What follows belongs to an exercise in optimizing a design on an open flow for small area, a short achievable clock period and few clock cycles; a production flow would make more cautious choices.
RTL that was checked went through simulation tests only; none was proved equivalent to the original.

Setup of maple:
## sha256_reduced
module sha256_reduced (
    input  logic        clk,
    input  logic        rst_n,
    input  logic        enable,
    input  logic [7:0]  data_in,
    input  logic        data_valid,
    input  logic        end_of_file,
    output logic        ready,
    output logic [31:0] hash_out,
    output logic        hash_valid
);
For scale: ~6700 cells after synthesis, ~1700 flip-flops, ~47 I/O pins, ~74000 sq um of cells after synthesis.
Settings: LEC_CHECK=0, CAP_MARGIN=20, CORE_MARGIN=2, CORE_UTILIZATION=65, CTS_CLUSTER_DIAMETER=100, CTS_CLUSTER_SIZE=25, SLEW_MARGIN=20, SYNTH_MEMORY_MAX_BITS=4096; clock period 15.0 ns.
standard.sh (not shown) runs the stock make flow with config.mk's settings and CLKGATE_MAP_FILE= SYNTH_SCRIPT=/design/flow/synth_recipe.tcl, a recipe that flattens the netlist after the stock synthesis.
==> flow/flow/run.sh <==
#!/bin/bash
# Standard synthesis, then the standard flow's own layout with two changes: timing repair
# gets a larger setup margin, so that it keeps working past the constraint's
# period, and the port buffers are plain buffers (sky130_fd_sc_hd__buf_2)
# instead of the delay cells that buffer_ports picks by default.
set -euo pipefail
bash standard.sh synth > synth.log 2>&1
bash standard.sh SETUP_SLACK_MARGIN=10.7 TNS_END_PERCENT=100 \
  "BUFFER_PORTS_ARGS=-buffer_cell sky130_fd_sc_hd__buf_2" finish > layout.log 2>&1
Testbench counts of maple, summed over its fixed seeds: cycles 20,554.
Changes in harbor relative to maple:
--- a/flow/design.v
+++ b/flow/design.v
@@ -76,23 +76,23 @@
     input  logic        clk,
     input  logic        rst_n,
     input  logic        enable,
     input  logic [7:0]  data_in,
     input  logic        data_valid,
     input  logic        end_of_file,
     output logic        ready,
     output logic [31:0] hash_out,
     output logic        hash_valid
 );
     localparam int FD = 14;    
-    localparam int NB = 45;    
+    localparam int NB = 1;
     function automatic logic [31:0] rotr(input logic [31:0] x, input int n);
         rotr = (x >> n) | (x << (32 - n));
     endfunction
     function automatic logic [31:0] bsig0(input logic [31:0] x);
         bsig0 = rotr(x, 2) ^ rotr(x, 13) ^ rotr(x, 22);
     endfunction
     function automatic logic [31:0] bsig1(input logic [31:0] x);
         bsig1 = rotr(x, 6) ^ rotr(x, 11) ^ rotr(x, 25);
     endfunction
     function automatic logic [31:0] ssig0(input logic [31:0] x);
         ssig0 = rotr(x, 7) ^ rotr(x, 18) ^ (x >> 3);
@@ -144,24 +144,24 @@
             ien <= enable;
         end
     end
     always_ff @(posedge clk) id <= data_in;
     logic        started;     
     logic        rx;          
     logic        eof_done;    
     logic        pad80;       
     logic [1:0]  bc;          
     logic [7:0]  nbytes;      
     logic [23:0] asm_q;
-    logic        nrdy;        
-    assign ready = ~nrdy;
+    logic        rdy_q;       
+    assign ready = rdy_q;
     wire start  = ~started & iv & ien;
     wire byte_v = rx & iv;
     wire wrd    = byte_v & ((bc == 2'd3) | ie);    
     logic byp;                                      
     wire push   = wrd & ~byp;                       
     logic [31:0] wdata;
     always_comb begin
         case (bc)
             2'd0:    wdata = {id, 8'h80, 16'h0000};
             2'd1:    wdata = {asm_q[7:0], id, 8'h80, 8'h00};
             2'd2:    wdata = {asm_q[15:0], id, 8'h80};
@@ -287,48 +287,52 @@
             xe <= {sume, xe[3:1]};
         end
     end
     wire fin = ld_b & lastblk;
     always_ff @(posedge clk) begin
         hout <= ({32{fin}} & suma) |
                 ({32{osel[1] | osel[3]}} & b) | ({32{osel[2]}} & d) |
                 ({32{osel[4] | osel[6]}} & h) | ({32{osel[5] | osel[7]}} & f);
     end
     assign hash_out   = hout;
     assign hash_valid = hv;
+    always_ff @(posedge clk) begin
+        rdy_q <= ~(started | start);
+    end
+    always_ff @(posedge clk or negedge rst_n) begin
+        if (!rst_n) hv <= 1'b0;
+        else        hv <= fin | (|osel);
+    end
     wire thr = (nbytes >= 8'(NB));
     always_ff @(posedge clk or negedge rst_n) begin
         if (!rst_n) begin
             started  <= 1'b0;
-            nrdy     <= 1'b0;
             rx       <= 1'b0;
             eof_done <= 1'b0;
             pad80    <= 1'b0;
             bc       <= 2'd0;
             nbytes   <= 8'd0;
             ph       <= P_IDLE;
             st       <= 7'd0;
             bnd      <= 1'b0;
             srcm     <= 1'b0;
             nm       <= 1'b0;
             ffq      <= 1'b0;
             zero_op  <= 1'b0;
             pad14    <= 1'b0;
             lastblk  <= 1'b0;
             stl      <= 2'd0;
             osel     <= 7'd0;
-            hv       <= 1'b0;
         end else begin
             if (start) begin
                 started <= 1'b1;
-                nrdy    <= 1'b1;
                 if (ie) begin
                     eof_done <= 1'b1;
                     pad80    <= 1'b1;
                 end else begin
                     rx <= 1'b1;
                 end
             end
             if (byte_v) begin
                 bc     <= bc + 2'd1;
                 nbytes <= nbytes + 8'd1;
                 if (ie) begin
@@ -355,15 +359,14 @@
                 ffq  <= (st_next >= 7'd62) | (st_next == 7'd0);
                 if (srcm & ~fne & ~wrd & pad80) pad80 <= 1'b0;
                 if (st == 7'd13) pad14 <= ~fne & ~wrd & ~pad80;
                 if ((st == 7'd14) & ~fne & ~wrd & pad14) lastblk <= 1'b1;
                 if (bnd) begin
                     zero_op <= 1'b0;
                     if (lastblk) ph <= P_OUT;
                 end
             end
             osel <= {osel[6:1], fin};
             if (osel[7]) ph <= P_DONE;
-            hv <= fin | (|osel);
         end
     end
 endmodule
==> notes.md <==
- As far as area used by sequential logic in the layout is concerned, harbor and maple perform about the same.
- For area inside the core boundary, maple and harbor come out practically identical.
- Compared with maple, harbor shows pin count of the biggest net entering global routing that has gone down by a few percent.
- met3 routing resource usage after global routing was higher in harbor than in maple.
- Compared to maple, harbor has via count 1482 higher.
- In the metrics for maple and harbor, the one carrying the higher time the final worst path needs with I/O delays and setup is harbor.
- harbor: share of the final layout cell area in multi-input gates 0.51 points above maple
Testbench counts of harbor, summed over its fixed seeds: cycles 20,365.

Another version of the RTL of sha256_reduced (not shown whole).
Size: about 6800 cells after synthesis, ~1700 flip-flops, about 47 I/O pins, ~0.074 sq mm of cells after synthesis.
Design sha256_reduced, start of the top module:
module sha256_reduced (
    input  logic        clk,
    input  logic        rst_n,
    input  logic        enable,
    input  logic [7:0]  data_in,
    input  logic        data_valid,
    input  logic        end_of_file,
    output logic        ready,
    output logic [31:0] hash_out,
    output logic        hash_valid
);
    localparam int FD = 14;    
    localparam int NB = 45;    
    function automatic logic [31:0] rotr(input logic [31:0] x, input int n);
        rotr = (x >> n) | (x << (32 - n));
    endfunction
    function automatic logic [31:0] bsig0(input logic [31:0] x);
        bsig0 = rotr(x, 2) ^ rotr(x, 13) ^ rotr(x, 22);
    endfunction
    function automatic logic [31:0] bsig1(input logic [31:0] x);
        bsig1 = rotr(x, 6) ^ rotr(x, 11) ^ rotr(x, 25);
    endfunction
    function automatic logic [31:0] ssig0(input logic [31:0] x);
        ssig0 = rotr(x, 7) ^ rotr(x, 18) ^ (x >> 3);
    endfunction
    function automatic logic [31:0] ssig1(input logic [31:0] x);
        ssig1 = rotr(x, 17) ^ rotr(x, 19) ^ (x >> 10);
    endfunction
    function automatic logic [31:0] csum(input logic [31:0] x, input logic [31:0] y, input logic [31:0] z);
        csum = x ^ y ^ z;
    endfunction
    function automatic logic [31:0] ccar(input logic [31:0] x, input logic [31:0] y, input logic [31:0] z);
        ccar = {((x[30:0] & y[30:0]) | (x[30:0] & z[30:0]) | (y[30:0] & z[30:0])), 1'b0};
    endfunction
    function automatic logic [63:0] comp42(input logic [31:0] x1, input logic [31:0] x2,
                                           input logic [31:0] x3, input logic [31:0] x4);
        logic [31:0] p, t, co, ss, cc;
        p  = x1 ^ x2;
  ...
Settings: LEC_CHECK=0, CAP_MARGIN=20, CORE_MARGIN=2, CORE_UTILIZATION=65, CTS_CLUSTER_DIAMETER=100, CTS_CLUSTER_SIZE=25, SLEW_MARGIN=20, SYNTH_MEMORY_MAX_BITS=4096; clock period 15.0 ns.
Scripts as last shown in full above: flow/flow/run.sh
Change:
--- a/flow/design.v
+++ b/flow/design.v
@@ -144,24 +144,24 @@
             ien <= enable;
         end
     end
     always_ff @(posedge clk) id <= data_in;
     logic        started;     
     logic        rx;          
     logic        eof_done;    
     logic        pad80;       
     logic [1:0]  bc;          
     logic [7:0]  nbytes;      
     logic [23:0] asm_q;
-    logic        rdy_q;       
-    assign ready = rdy_q;
+    logic        nrdy;        
+    assign ready = ~nrdy;
     wire start  = ~started & iv & ien;
     wire byte_v = rx & iv;
     wire wrd    = byte_v & ((bc == 2'd3) | ie);    
     logic byp;                                      
     wire push   = wrd & ~byp;                       
     logic [31:0] wdata;
     always_comb begin
         case (bc)
             2'd0:    wdata = {id, 8'h80, 16'h0000};
             2'd1:    wdata = {asm_q[7:0], id, 8'h80, 8'h00};
             2'd2:    wdata = {asm_q[15:0], id, 8'h80};
@@ -199,23 +199,22 @@
     logic [1:0]  ph;
     logic [6:0]  st;
     logic        bnd;        
     logic        srcm;       
     logic        nm;         
     logic        ffq;        
     logic        zero_op;    
     logic        pad14;      
     logic        lastblk;    
     logic [1:0]  stl;        
     logic [31:0] a, b, c, d, e, f, g, h;
-    logic [31:0] kq;         
     logic [31:0] dl;         
     logic [3:0][31:0] xa, xe;   
     logic [15:0][31:0] w;
     logic [7:1]  osel;
     logic [31:0] hout;
     logic        hv;
     wire run      = (ph == P_RUN);
     wire avail    = fne | eof_done | wrd;
     wire stalling = (stl != 2'd0);
     wire stall    = stalling | (run & nm & ~avail);
     wire adv      = run & ~stall;
@@ -229,24 +228,24 @@
     always_comb begin
         if (pad80)                       padword = 32'h80000000;
         else if ((st == 7'd14) & pad14)  padword = {21'b0, nbytes, 3'b000};
         else                             padword = 32'h0;
     end
     wire [31:0] mval = fne ? fhead : wrd ? wdata : padword;
     wire [31:0] ws1  = ssig1(w[14]);
     wire [31:0] ws0  = ssig0(w[1]);
     wire [63:0] wc   = comp42(w[9], w[0], ws0, ws1);
     wire [31:0] wsch = wc[63:32] + wc[31:0];
     wire [31:0] wnew = srcm ? mval : wsch;
-    logic [31:0] knext;
-    k_rom krom (.kSel(adv ? st_next[5:0] : st[5:0]), .kBus(knext));
+    logic [31:0] kq;         
+    k_rom krom (.kSel(st[5:0]), .kBus(kq));
     wire [31:0] s1  = bsig1(e);
     wire [31:0] s0  = bsig0(a);
     wire [31:0] ch  = (e & f) | (~e & g);
     wire [31:0] maj = (a & b) | (c & (a | b));
     wire [31:0] ax1 = csum(dl, maj, ch);
     wire [31:0] ay1 = ccar(dl, maj, ch);
     wire [63:0] ac  = comp42(ax1, ay1, s0, s1);
     wire [31:0] an  = skadd(ac[63:32], ac[31:0]);
     wire [63:0] ec  = comp42(dl, d, ch, s1);
     wire [31:0] en  = skadd(ec[63:32], ec[31:0]);
     wire [31:0] hsrc = bnd ? xe[1] : g;
@@ -270,66 +269,64 @@
               (adv ? w[12] : w[8]),  w[11:9],
               (adv ? w[8]  : w[4]),  w[7:5],
               (adv ? w[4]  : w[0]),  w[3:1]};
         a <= ld_r ? an : a_alt;
         b <= ld_b ? xa[3] : a;
         c <= ld_b ? xa[2] : b;
         d <= ld_b ? xa[1] : c;
         e <= ld_r ? en : e_alt;
         f <= ld_b ? xe[3] : e;
         g <= ld_b ? xe[2] : f;
         h <= ld_b ? xe[1] : g;
-        kq <= knext;
         if (adv) begin
             dl  <= px1 + py1;
         end
         if (ffstep) begin
             xa <= {suma, xa[3:1]};
             xe <= {sume, xe[3:1]};
         end
     end
     wire fin = ld_b & lastblk;
     always_ff @(posedge clk) begin
         hout <= ({32{fin}} & suma) |
                 ({32{osel[1] | osel[3]}} & b) | ({32{osel[2]}} & d) |
                 ({32{osel[4] | osel[6]}} & h) | ({32{osel[5] | osel[7]}} & f);
     end
     assign hash_out   = hout;
     assign hash_valid = hv;
-    always_ff @(posedge clk) begin
-        rdy_q <= ~(started | start);
-        hv    <= fin | (|osel);
-    end
     wire thr = (nbytes >= 8'(NB));
     always_ff @(posedge clk or negedge rst_n) begin
         if (!rst_n) begin
             started  <= 1'b0;
+            nrdy     <= 1'b0;
             rx       <= 1'b0;
             eof_done <= 1'b0;
             pad80    <= 1'b0;
             bc       <= 2'd0;
             nbytes   <= 8'd0;
             ph       <= P_IDLE;
             st       <= 7'd0;
             bnd      <= 1'b0;
             srcm     <= 1'b0;
             nm       <= 1'b0;
             ffq      <= 1'b0;
             zero_op  <= 1'b0;
             pad14    <= 1'b0;
             lastblk  <= 1'b0;
             stl      <= 2'd0;
             osel     <= 7'd0;
+            hv       <= 1'b0;
         end else begin
             if (start) begin
                 started <= 1'b1;
+                nrdy    <= 1'b1;
                 if (ie) begin
                     eof_done <= 1'b1;
                     pad80    <= 1'b1;
                 end else begin
                     rx <= 1'b1;
                 end
             end
             if (byte_v) begin
                 bc     <= bc + 2'd1;
                 nbytes <= nbytes + 8'd1;
                 if (ie) begin
@@ -356,14 +353,15 @@
                 ffq  <= (st_next >= 7'd62) | (st_next == 7'd0);
                 if (srcm & ~fne & ~wrd & pad80) pad80 <= 1'b0;
                 if (st == 7'd13) pad14 <= ~fne & ~wrd & ~pad80;
                 if ((st == 7'd14) & ~fne & ~wrd & pad14) lastblk <= 1'b1;
                 if (bnd) begin
                     zero_op <= 1'b0;
                     if (lastblk) ph <= P_OUT;
                 end
             end
             osel <= {osel[6:1], fin};
             if (osel[7]) ph <= P_DONE;
+            hv <= fin | (|osel);
         end
     end
 endmodule
=>
- worst hold slack is worse by 0.0049 ns
- routed wire length increases by a few percent
- clock-buffer cell count decreases by 3
- cell area increases slightly
No run of this note included a check of the RTL's function; only the layout flow was run.

-- port drivers added, routing unchanged --
The flow's constraints put no driver on any port. The routed layouts listed below were extracted and timed again, unchanged, in two steps. Step 1 assumes that a clkbuf_16 drives the clock port and a buf_2 every other input. Step 2 times the ports against the registers' clock, not the clock port: input delays grow and output delays shrink by t, the midpoint of the rising clock arrivals with the driver on. Three values: ideal, step 1, step 2; two values: the first two.
run	t (ns)	setup WS [ns]	worst setup path at the end	worst slew at a driven data input, ns
maple	0.765	10.600 / 10.519 / 10.612	register to register	0.03
harbor	0.786	10.557 / 10.557 / 10.557	register to register	0.05
the first run of note 2	0.782	10.439 / 10.439 / 10.439	register to register	0.03
the second run of note 2	0.780	9.876 / 9.876 / 9.876	register to register	0.04
After both steps setup and hold are still met in every run listed.
